What follows belongs to an exercise in optimizing a design on an open flow for small area, a short achievable clock period and few clock cycles; a production flow would make more cautious choices. RTL that was checked went through simulation tests only; none was proved equivalent to the original.

== job 5491 ==
## FPU_FSM
module FPU_FSM (
  input wire clk,
  input wire reset,
  input wire start,
  input wire       sign_bit_a,
  input wire [7:0] int_part_a,
  input wire [7:0] frac_part_a,
  input wire       sign_bit_b,
  input wire [7:0] int_part_b,
  input wire [7:0] frac_part_b,
  input wire [1:0] S,  
  output reg [31:0] result,
  output wire       sign_bit_result,
  output wire [7:0] int_part_result,
  output wire [7:0] frac_part_result,
  output reg done
);
For scale: roughly 2700 cells after synthesis, ~80 flip-flops, ~89 I/O pins.
export LEC_CHECK = 0
export ABC_AREA = 1
export CAP_MARGIN = 20
export CORE_MARGIN = 2
export CORE_UTILIZATION = 65
export PLACE_DENSITY = 0.75
export SLEW_MARGIN = 20
create_clock -name core_clock -period 22.0 [get_ports {clk}]
run.sh (not shown) runs the stock make flow with config.mk's settings and CLKGATE_MAP_FILE= SYNTH_SCRIPT=/design/flow/synth_recipe.tcl, a recipe that flattens the netlist after the stock synthesis.
Testbench counts of job 5491, summed over its fixed seeds: cycles 39,063.
Changes in job 2747 relative to job 5491:
Settings: a change of CORE_UTILIZATION from 65 to 40; a change of PLACE_DENSITY from 0.75 to 0.6.
## What came out
- Design area deteriorates in job 2747 relative to job 5491.
- Job 2747: global-route wire length before repair 11% above job 5491

---

FPU_FSM, a different RTL version from the one above (not shown whole).
Size: ~3200 cells after synthesis, about 81 flip-flops, about 18000 µm² of cells after synthesis.
Design FPU_FSM, start of the top module:
module FPU_FSM (
  input wire clk,
  input wire reset,
  input wire start,
  input wire       sign_bit_a,
  input wire [7:0] int_part_a,
  input wire [7:0] frac_part_a,
  input wire       sign_bit_b,
  input wire [7:0] int_part_b,
  input wire [7:0] frac_part_b,
  input wire [1:0] S,  
  output wire [31:0] result,
  output wire       sign_bit_result,
  output wire [7:0] int_part_result,
  output wire [7:0] frac_part_result,
  output reg done
);
  localparam K = 3;                    
  localparam NMC = (16 + K - 1) / K;   
  localparam MW = NMC * K;             
  localparam ML = 23 - MW;             
  wire [15:0] A = {int_part_a, frac_part_a};
  wire [15:0] B = {int_part_b, frac_part_b};
  wire nzA = |A;
  wire nzB = |B;
  wire sac = sign_bit_a & nzA;
  wire sbc = sign_bit_b & nzB;
  wire eff_sub = sac ^ sbc ^ S[0];
  wire [16:0] s_ab = {1'b0, A} + {1'b0, B};
  wire [16:0] d_ab = {1'b0, A} - {1'b0, B};
  wire [15:0] d_ba = B - A;
  wire a_lt_b = d_ab[16];
  wire [16:0] M = !eff_sub ? s_ab : (a_lt_b ? {1'b0, d_ba} : d_ab);
  wire add_sign = (eff_sub & a_lt_b) ? (sbc ^ S[0]) : sac;
  wire [16:0] nin = M;
  reg [16:0] nt;
  reg [4:0] nz;
  always @(*) begin
  ...
clock: 22.0 ns
lec_check: 0
abc_area: 1
cap_margin: 20
core_margin: 2
core_utilization: 50
place_density: 0.65
slew_margin: 20
standard.sh (not shown) runs the stock make flow with config.mk's settings and CLKGATE_MAP_FILE= SYNTH_SCRIPT=/design/flow/synth_recipe.tcl, a recipe that flattens the netlist after the stock synthesis.
==> flow/flow/run.sh <==
#!/bin/bash
set -euo pipefail
cd "$(dirname "$0")/.."
bash standard.sh SETUP_SLACK_MARGIN=13 MATCH_CELL_FOOTPRINT=0 "BUFFER_PORTS_ARGS=-buffer_cell sky130_fd_sc_hd__buf_2" finish > standard_flow.log 2>&1
The starting point completed with no timing, DRC or antenna violations.
Testbench counts at the start, summed over its fixed seeds: cycles 41,078.
Change:
==> flow/flow/run.sh (replaced) <==
#!/bin/bash
set -euo pipefail
cd "$(dirname "$0")/.."
bash standard.sh SETUP_SLACK_MARGIN=13 "BUFFER_PORTS_ARGS=-buffer_cell sky130_fd_sc_hd__buf_2" finish > standard_flow.log 2>&1
Settings changed: CORE_UTILIZATION 50 to 60, PLACE_DENSITY 0.65 to 0.72.
Outcome:
- The new run went through all stages and came out clean
- routed wire length came out lower by a few percent
- hold slack stays flat
- global-route usage came out higher by 5.1 points
- synthesized cell count does not change
- cell area came out lower slightly
- cell count came out lower slightly
- setup slack gets worse by 91 ps
Change:
Settings changed: CORE_UTILIZATION 60 to 50, PLACE_DENSITY 0.72 to 0.65.
After rerunning: The new run finished with timing, DRC and antenna clean. First-iteration DRC count decreases by 24%. Final cell count grows by 1.6%. Worst hold slack hardly moves. Setup slack is better by 130 ps.

---

== red ==
FPU_FSM, a different RTL version from the one above (not shown whole).
For scale: about 3,100 cells after synthesis, about 81 flip-flops, ~89 I/O pins.
clock: 22.0 ns
lec_check: 0
abc_area: 1
cap_margin: 20
core_margin: 2
core_utilization: 50
gpl_timing_driven: 1
place_density: 0.65
slew_margin: 20
==> flow/flow/run.sh <==
#!/bin/bash
set -euo pipefail
cd "$(dirname "$0")/.."
bash standard.sh SETUP_SLACK_MARGIN=13 "BUFFER_PORTS_ARGS=-buffer_cell sky130_fd_sc_hd__buf_2" finish > standard_flow.log 2>&1
Testbench counts of red, summed over its fixed seeds: cycles 35,965.
Here is what was changed in the inputs of blue compared with red.
- clearing GPL_TIMING_DRIVEN, which used to be 1
==> comparison <==
- From blue to red, final hold violation count did not move at all.
- Diff blue..red | number of placed instances with taps included | unchanged
- Reported for blue and red, antenna diode count turned out identical to the last digit.
- Reported for blue and red, standard cell area after detailed placement turned out identical to the last digit.
- Comparing blue against red, there is no change at all in buffers plus inverters on the worst setup path.
- Reported for blue and red, transition time at the pin with the least slew margin turned out identical to the last digit.
- Reported for blue and red, maximum count of clock buffers along a single path turned out identical to the last digit.
- On top fanout value on the critical path, red tracks blue almost exactly.
Inputs modified between blue and green:
- TNS_END_PERCENT: unset -> 10
==> flow/flow/run.sh <==
#!/bin/bash
set -euo pipefail
cd "$(dirname "$0")/.."
bash standard.sh SETUP_SLACK_MARGIN=14 "BUFFER_PORTS_ARGS=-buffer_cell sky130_fd_sc_hd__buf_2" finish > standard_flow.log 2>&1
Notes after the runs:
- green went all the way through synthesis, placement and routing and the layout is clean on timing, DRC and antenna.
- green vs. blue: first-pass detailed-route iteration total saw an increase; count of non-filler cells in the finished layout saw an increase; sequential cell count saw little to no change; fraction of met2 tracks used by global routing saw an increase; number of clock buffers in the layout saw a decrease.
- The routed wire length of green was inferior to that of blue.

---

== build 69 ==
Another version of the RTL of FPU_FSM (not shown whole).
For scale: about 3200 cells after synthesis, roughly 89 I/O pins, about 18000 µm² of cells after synthesis.
## FPU_FSM
module FPU_FSM (
  input wire clk,
  input wire reset,
  input wire start,
  input wire       sign_bit_a,
  input wire [7:0] int_part_a,
  input wire [7:0] frac_part_a,
  input wire       sign_bit_b,
  input wire [7:0] int_part_b,
  input wire [7:0] frac_part_b,
  input wire [1:0] S,  
  output wire [31:0] result,
  output wire       sign_bit_result,
  output wire [7:0] int_part_result,
  output wire [7:0] frac_part_result,
  output reg done
);
export LEC_CHECK = 0
export ABC_AREA = 1
export CAP_MARGIN = 20
export CORE_MARGIN = 2
export CORE_UTILIZATION = 50
export PLACE_DENSITY = 0.65
export SLEW_MARGIN = 20
create_clock -name core_clock -period 22.0 [get_ports {clk}]
==> flow/flow/run.sh <==
#!/bin/bash
set -euo pipefail
cd "$(dirname "$0")/.."
bash standard.sh SETUP_SLACK_MARGIN=13 finish > standard_flow.log 2>&1
Setup changes, build 69 to build 86
==> flow/flow/run.sh <==
#!/bin/bash
set -euo pipefail
cd "$(dirname "$0")/.."
bash standard.sh SETUP_SLACK_MARGIN=13 "BUFFER_PORTS_ARGS=-buffer_cell sky130_fd_sc_hd__buf_2" finish > standard_flow.log 2>&1
## What came out
- The sequential cell area of build 69 and that of build 86 are within noise of each other.
- On build 86: final critical path time including I/O delays and setup is 0.13 ns lower than what build 69 gave.
- Via count, build 86 and build 69, higher one = build 69.
- Delta(non-clock buffer count, build 86 - build 69) < 0
- Changes observed in build 86 relative to build 69: post-route cell area went down by 1200 µm²; multi-input logic area went down by 2.6%.
- Taking build 69 as the reference point, the fraction of cell area in non-clock buffers of build 86 falls by 3.7 points.
- Cmp build 86 and build 69 / worst setup margin / lower: build 69
- Portion of the clock cycle consumed by the worst path in the final layout: lower on build 86
The following lists how build 77 was set up differently from build 86:
==> flow/flow/run.sh <==
#!/bin/bash
set -euo pipefail
cd "$(dirname "$0")/.."
bash standard.sh SETUP_SLACK_MARGIN=12 finish > standard_flow.log 2>&1
Notes after the runs:
Going from build 86 to build 77, final cell utilization of the core shrinks by 0.43 points.
Looking at build 86 and build 77, the die height is a wash.
The number of nets in the layout number comes out lower for build 77 vs build 86.
On number of top-level pins, build 86 and build 77 are basically level.
The count of inserted tapcells on build 86 is in line with that on build 77.
#### Input delta (build 41 over build 77)
==> flow/flow/run.sh <==
#!/bin/bash
set -euo pipefail
cd "$(dirname "$0")/.."
bash standard.sh SETUP_SLACK_MARGIN=12 "BUFFER_PORTS_ARGS=-buffer_cell sky130_fd_sc_hd__buf_2" finish > standard_flow.log 2>&1
## What came out
Diff build 77 -> build 41: via count shows a reduction of 1.2%, placer congestion estimate now sits higher, post-synthesis to final-layout area growth went down by 3.7 points, share of post-route cells with drive strength above 1 increased 1.6 points. [compare] base=build 77 new=build 41: worst clock skew shows a reduction of 0.0087 ns, number of cells in the design after placement neither gained nor lost much, routed wire length stayed essentially flat.
Function was not checked in any run of this note: the RTL went through the layout flow alone.

---

Another version of the RTL of FPU_FSM (not shown whole).
Size: about 3000 cells after synthesis, roughly 89 I/O pins, roughly 0.017 mm2 of cells after synthesis.
==> flow/config.mk <==
export PLATFORM = sky130hd
export DESIGN_NAME = FPU_FSM
export DESIGN_NICKNAME = FPU_FSM
export VERILOG_FILES = /design/flow/design.v
export SDC_FILE = /design/flow/constraint.sdc
export NUM_CORES = 4
export LEC_CHECK = 0
export ABC_AREA = 1
export CAP_MARGIN = 20
export CORE_MARGIN = 2
export CORE_UTILIZATION = 50
export PLACE_DENSITY = 0.72
export SLEW_MARGIN = 20
==> flow/constraint.sdc <==
create_clock -name core_clock -period 22.0 [get_ports {clk}]
set_input_delay 4.4000 -clock core_clock [delete_from_list [all_inputs] [get_ports {clk}]]
set_output_delay 4.4000 -clock core_clock [all_outputs]
set_load 0.01 [all_outputs]
==> flow/flow/run.sh <==
#!/bin/bash
set -euo pipefail
cd "$(dirname "$0")/.."
bash standard.sh SETUP_SLACK_MARGIN=13 "BUFFER_PORTS_ARGS=-buffer_cell sky130_fd_sc_hd__buf_2" finish > standard_flow.log 2>&1
The baseline passed the timing, design-rule and antenna checks.
Testbench counts at the start, summed over its fixed seeds: cycles 35,965.
Edit:
--- a/flow/config.mk
+++ b/flow/config.mk
@@ -10,4 +10,4 @@
 export CORE_MARGIN = 2
 export CORE_UTILIZATION = 50
-export PLACE_DENSITY = 0.72
+export PLACE_DENSITY = 0.65
 export SLEW_MARGIN = 20
The new run went through all stages and came out clean.
Area after synthesis stays the same.
Clock-buffer cell count stays the same.
Sequential share of layout area grows by 0.37 points.
Core utilization shrinks by 2.2 points.
Worst setup slack is better by 0.18 ns.
Sequential cell count is unchanged.
Via count shrinks by about 2.5%.
Edit:
--- a/flow/config.mk
+++ b/flow/config.mk
@@ -9,5 +9,5 @@
 export CAP_MARGIN = 20
 export CORE_MARGIN = 2
-export CORE_UTILIZATION = 50
-export PLACE_DENSITY = 0.65
+export CORE_UTILIZATION = 45
+export PLACE_DENSITY = 0.6
 export SLEW_MARGIN = 20
The new run passed the timing, design-rule and antenna checks.
Die area is higher by 11%.
Worst hold slack is about the same.
Non-clock buffer count is higher by 14.
Critical path depth climbs by 3.
Cell area grows by 0.63%.
Global-route usage drops by 4.0 points.
Utilization goes down by 5.6 points.
Register-to-register slack improved by 0.15 ns.
Via count is lower by 1.5%.
Wire length decreases by 0.97%.
Edit:
==> flow/run.sh (new file) <==
#!/bin/bash
# synth_recipe.tcl (not shown) runs the flow's synth.tcl, then flattens the netlist and writes it again
# the make line also repeats each setting of config.mk as NAME=value (left out here)
make -C /OpenROAD-flow-scripts/flow DESIGN_CONFIG=/design/flow/config.mk WORK_HOME=/design/flow/orfs CLKGATE_MAP_FILE= SYNTH_SCRIPT=/design/flow/synth_recipe.tcl finish
--- a/flow/config.mk
+++ b/flow/config.mk
@@ -9,5 +9,5 @@
 export CAP_MARGIN = 20
 export CORE_MARGIN = 2
-export CORE_UTILIZATION = 45
-export PLACE_DENSITY = 0.6
+export CORE_UTILIZATION = 50
+export PLACE_DENSITY = 0.65
 export SLEW_MARGIN = 20
removed: flow/flow/run.sh
removed: flow/standard.sh
After rerunning: Routed wire length falls by a few percent; die area falls by roughly a tenth; design area falls by a few percent; via count falls by a few percent; fmax falls by about a fifth.

---

The RTL this note starts from:
==> flow/design.v <==
module FPU_FSM (
  input wire clk,
  input wire reset,
  input wire start,
  input wire       sign_bit_a,
  input wire [7:0] int_part_a,
  input wire [7:0] frac_part_a,
  input wire       sign_bit_b,
  input wire [7:0] int_part_b,
  input wire [7:0] frac_part_b,
  input wire [1:0] S,  
  output wire [31:0] result,
  output wire       sign_bit_result,
  output wire [7:0] int_part_result,
  output wire [7:0] frac_part_result,
  output reg done
);
  localparam K = 4;                    
  localparam NMC = (16 + K - 1) / K;   
  localparam MW = NMC * K;             
  localparam ML = 23 - MW;             
  wire [15:0] A = {int_part_a, frac_part_a};
  wire [15:0] B = {int_part_b, frac_part_b};
  wire nzA = |A;
  wire nzB = |B;
  wire sac = sign_bit_a & nzA;
  wire sbc = sign_bit_b & nzB;
  wire eff_sub = sac ^ sbc ^ S[0];
  wire [16:0] s_ab = {1'b0, A} + {1'b0, B};
  wire [16:0] d_ab = {1'b0, A} - {1'b0, B};
  wire [15:0] d_ba = B - A;
  wire a_lt_b = d_ab[16];
  wire [16:0] M = !eff_sub ? s_ab : (a_lt_b ? {1'b0, d_ba} : d_ab);
  wire add_sign = (eff_sub & a_lt_b) ? (sbc ^ S[0]) : sac;
  wire [16:0] nin = S[1] ? {A, 1'b0} : M;
  reg [16:0] nt;
  reg [4:0] nz;
  always @(*) begin
    nt = nin;
    nz[4] = (nt[16:1] == 16'd0); if (nz[4]) nt = {nt[0], 16'd0};
    nz[3] = (nt[16:9] == 8'd0);  if (nz[3]) nt = {nt[8:0], 8'd0};
    nz[2] = (nt[16:13] == 4'd0); if (nz[2]) nt = {nt[12:0], 4'd0};
    nz[1] = (nt[16:15] == 2'd0); if (nz[1]) nt = {nt[14:0], 2'd0};
    nz[0] = ~nt[16];             if (nz[0]) nt = {nt[15:0], 1'b0};
  end
  reg [15:0] bt;
  reg [3:0] bz;
  always @(*) begin
    bt = B;
    bz[3] = (bt[15:8] == 8'd0);  if (bz[3]) bt = {bt[7:0], 8'd0};
    bz[2] = (bt[15:12] == 4'd0); if (bz[2]) bt = {bt[11:0], 4'd0};
    bz[1] = (bt[15:14] == 2'd0); if (bz[1]) bt = {bt[13:0], 2'd0};
    bz[0] = ~bt[15];             if (bz[0]) bt = {bt[14:0], 1'b0};
  end
  wire [15:0] An = nzA ? nt[16:1] : 16'h8000;
  wire [15:0] Bn = nzB ? bt : 16'h8000;
  wire [7:0] ea = nzA ? (8'd134 - {4'd0, nz[3:0]}) : 8'd0;
  wire [7:0] eb = nzB ? (8'd134 - {4'd0, bz}) : 8'd0;
  reg [7:0] add_e;
  always @(*) begin
    case (nz)
      5'd0: add_e = 8'd135;  5'd1: add_e = 8'd134;  5'd2: add_e = 8'd133;
      5'd3: add_e = 8'd132;  5'd4: add_e = 8'd131;  5'd5: add_e = 8'd130;
      5'd6: add_e = 8'd129;  5'd7: add_e = 8'd128;  5'd8: add_e = 8'd127;
      5'd9: add_e = 8'd126;  5'd10: add_e = 8'd125; 5'd11: add_e = 8'd124;
      5'd12: add_e = 8'd123; 5'd13: add_e = 8'd122; 5'd14: add_e = 8'd121;
      5'd15: add_e = 8'd120; default: add_e = 8'd119;
    endcase
  end
  wire mzero = eff_sub ? (A == B) : ~(nzA | nzB);
  wire [31:0] add_res = mzero ? {add_sign, 31'd0}
                      : {add_sign, add_e, nt[15:0], 7'd0};
  wire [4:0] blen = 5'd16 - {1'b0, nz[3:0]};
  reg [2:0] mcyc;
  integer c;
  always @(*) begin
    mcyc = NMC;
    for (c = NMC - 1; c >= 1; c = c - 1)
      if (blen <= c * K) mcyc = c;
  end
  wire [MW-1:0] mq0 = {An, {(MW-16){1'b0}}} >> (MW - K * mcyc);
  wire q0 = (An >= Bn);
  wire [7:0] ex = ea + (eb ^ {8{S[0]}}) + {7'd0, ~S[0]};
  wire [7:0] ex1 = ex - 8'd1;
  reg [31:0] res;
  reg b_mul, b_div, pk;
  reg dm;              
  reg [2:0] cnt;
  reg [16:0] X;        
  reg [16:0] V;        
  reg [5:0] bud;       
  wire idle = ~(b_mul | b_div);
  wire [MW-1:0] MQ = res[22:ML];    
  wire [16:0] xs [0:K];
  wire [K-1:0] q;      
  wire [K-1:0] mo;     
  assign xs[0] = X;
  genvar g;
  generate
    for (g = 0; g < K; g = g + 1) begin : stg
      wire [16:0] op2 = V & {17{dm | MQ[g]}};
      wire [17:0] sum = {1'b0, xs[g]} + {1'b0, op2} + {17'd0, dm};
      wire qq = sum[17];
      wire [15:0] y = qq ? sum[15:0] : xs[g][15:0];
      assign xs[g+1] = dm ? {y, 1'b0} : {1'b0, sum[16:1]};
      assign q[g] = qq;
      assign mo[g] = sum[0];
    end
  endgenerate
  wire [2*K:0] ge;
  genvar n;
  generate
    for (n = 0; n <= 2 * K; n = n + 1) begin : gen_ge
      assign ge[n] = ~bud[5] && (bud[4:0] >= n);
    end
  endgenerate
  reg [K-1:0] qv;
  reg [3:0] pc;        
  integer t;
  always @(*) begin
    pc = 4'd0;
    for (t = 0; t < K - 1; t = t + 1) begin
      qv[t] = q[t] & ge[t + pc];
      pc = pc + {3'd0, q[t]};
    end
    qv[K-1] = q[K-1] & ge[K - 1 + pc];
  end
  wire div_end = q[K-1] ? ~ge[K + 1 + pc] : ~ge[K + pc];
  wire [5:0] bud_t = bud - K[5:0] - {2'd0, pc};
  wire [5:0] bud_t1 = bud - K[5:0] - 6'd1 - {2'd0, pc};
  wire [5:0] bud_next = q[K-1] ? bud_t1 : bud_t;
  wire [MW-1:0] MQn = {mo, MQ[MW-1:K]};
  wire [16+MW-1:0] P = {X[15:0], MQ};
  localparam PT = 16 + MW - 1;
  wire pcar = P[PT];
  wire [22:0] pm = pcar ? P[PT-1:PT-23] : P[PT-2:PT-24];
  wire pg = pcar ? P[PT-24] : P[PT-25];
  wire pr = pcar ? P[PT-25] : P[PT-26];
  wire ps = pcar ? (|P[PT-26:0]) : (|P[PT-27:0]);
  wire rnd = pg & (pr | ps | pm[0]);
  wire ones = &pm;
  wire [22:0] pm_r = !rnd ? pm : (ones ? 23'h400000 : pm + 23'd1);
  wire [7:0] pe = res[30:23] + {7'd0, pcar} + {7'd0, rnd & ones};
  always @(posedge clk or posedge reset) begin
    if (reset) begin
      b_mul <= 1'b0;
      pk <= 1'b0;
      b_div <= 1'b0;
      done <= 1'b0;
    end else begin
      done <= 1'b0;
      if (idle) begin
        if (start) begin
          pk <= 1'b0;
          if (!S[1] || (!S[0] && !(nzA && nzB))) done <= 1'b1;
          else if (!S[0]) b_mul <= 1'b1;
          else b_div <= 1'b1;
        end
      end
      if (b_mul && cnt == NMC - 1) begin
        b_mul <= 1'b0;
        pk <= 1'b1;
        done <= 1'b1;
      end
      if (b_div && div_end) begin
        b_div <= 1'b0;
        done <= 1'b1;
      end
    end
  end
  integer j;
  always @(posedge clk) begin
    cnt <= cnt + 3'd1;
    if (!idle) begin
      X <= xs[K];
      bud <= bud_next;
    end
    if (idle && start) begin
      dm <= S[0];
      V <= S[0] ? ~{1'b0, Bn} : {1'b0, Bn};
      bud <= q0 ? 6'd23 : 6'd22;
      if (S[0]) begin
        X <= q0 ? {1'b0, An} : {An, 1'b0};
        cnt <= 3'd0;
      end else begin
        X <= 17'd0;
        cnt <= NMC - mcyc;
      end
    end
    if (idle && start) begin
      if (!S[1]) begin
        res <= add_res;
      end else if (!S[0]) begin
        res <= {sac ^ sbc, 31'd0};
        if (nzA && nzB) begin
          res[30:23] <= ex ^ 8'h80;
          res[22:ML] <= mq0;
        end
      end else begin
        res <= {sac ^ sbc, (q0 ? ex : ex1) ^ 8'h80, 23'd0};
      end
    end
    if (b_mul) res[22:ML] <= MQn;
    if (b_div) begin
      for (j = 0; j < 23; j = j + 1)
        if (cnt == (23 - j) / K) res[j] <= qv[(23 - j) % K];
    end
  end
  assign result = pk ? {res[31], pe, pm_r} : res;
  wire [7:0] re = result[30:23];
  wire [24:0] W = {1'b1, result[22:0], 1'b0};
  wire [7:0] u = 8'd143 - re;
  wire [24:0] Ws = W >> u[4:0];
  wire inr = (re >= 8'd119) && (re <= 8'd143);
  assign {int_part_result, frac_part_result} = inr ? Ws[15:0] : 16'd0;
  assign sign_bit_result = result[31];
endmodule
make LEC_CHECK=0 ABC_AREA=1 CAP_MARGIN=20 CORE_MARGIN=2 CORE_UTILIZATION=65 PLACE_DENSITY=0.75 SLEW_MARGIN=20 finish   # period 22.0 ns
run.sh (not shown) runs the stock make flow with config.mk's settings and CLKGATE_MAP_FILE= SYNTH_SCRIPT=/design/flow/synth_recipe.tcl, a recipe that flattens the netlist after the stock synthesis.
Stock flow here: none of the scripts above is used.
Testbench counts at the start, summed over its fixed seeds: cycles 33,852.
Then changed:
==> flow/flow/run.sh (new file) <==
#!/bin/bash
set -euo pipefail
cd "$(dirname "$0")/.."
bash standard.sh SETUP_SLACK_MARGIN=8 finish > standard_flow.log 2>&1
==> flow/standard.sh (new file) <==
#!/bin/bash
# synth_recipe.tcl (not shown) runs the flow's synth.tcl, then flattens the netlist and writes it again
# the make line also repeats each setting of config.mk as NAME=value (left out here)
make -C /OpenROAD-flow-scripts/flow DESIGN_CONFIG=/design/flow/config.mk WORK_HOME=/design/flow/orfs CLKGATE_MAP_FILE= SYNTH_SCRIPT=/design/flow/synth_recipe.tcl "${@:-finish}"
removed: flow/run.sh
What happened: The changed run finished with timing, DRC and antenna clean; worst setup slack improves by 2.3 ns; first-iteration DRC count goes up by 4.7%; global-route usage barely changes; cell area climbs by 1.3%.

static timing again, ports no longer ideal:
In the flow no input, the clock included, has a driving cell. The finished layouts below were timed again as built, in two steps. Step 1, drivers: a clkbuf_16 drives clk and a buf_2 each remaining input, both assumed. Step 2 adds t to the input delays and takes it off the output delays; t is the mean of the earliest and latest rising clock arrival at the registers after step 1. Input paths then give back, and output paths get back, about the clock's delay inside the block. Slacks: no drivers / after step 1 / after step 2; pairs: no drivers / after step 1.
run | shift t [ns] | slack for setup (ns) | slew at the worst register clock pin (ns)
job 5491 | 0.415 | 8.084 / 8.084 / 8.084 | 0.09 / 0.09
job 2747 | 0.406 | 7.727 / 7.727 / 7.727 | 0.08 / 0.08
the first run of note 2 | 0.403 | 13.280 / 13.307 / 12.903 | 0.07 / 0.07
the second run of note 2 | 0.389 | 13.189 / 13.207 / 12.819 | 0.07 / 0.07
the third run of note 2 | 0.402 | 13.316 / 13.341 / 12.938 | 0.07 / 0.07
red | 0.401 | 13.289 / 13.246 / 12.911 | 0.07 / 0.07
blue | 0.401 | 13.289 / 13.246 / 12.911 | 0.07 / 0.07
green | 0.415 | 13.464 / 13.448 / 13.044 | 0.07 / 0.07
build 69 | 0.399 | 13.123 / 13.076 / 12.807 | 0.08 / 0.08
build 86 | 0.399 | 13.256 / 13.208 / 12.928 | 0.07 / 0.07
build 77 | 0.397 | 12.396 / 12.420 / 12.023 | 0.08 / 0.08
build 41 | 0.394 | 12.495 / 12.522 / 12.129 | 0.07 / 0.07
the first run of note 5 | 0.398 | 12.988 / 12.989 / 12.591 | 0.08 / 0.08
the second run of note 5 | 0.394 | 13.173 / 13.200 / 12.806 | 0.08 / 0.08
the third run of note 5 | 0.403 | 13.248 / 13.275 / 12.871 | 0.08 / 0.08
the fourth run of note 5 | 0.399 | 10.919 / 10.942 / 10.543 | 0.08 / 0.08
the first run of note 6 | 0.406 | 6.252 / 6.252 / 6.252 | 0.07 / 0.07
the second run of note 6 | 0.402 | 8.532 / 8.558 / 8.155 | 0.07 / 0.07
After both steps setup and hold are still met in every run listed. For green, which loses most, drivers alone change the setup slack by -0.016 ns; drivers and shift together by -0.420 ns.
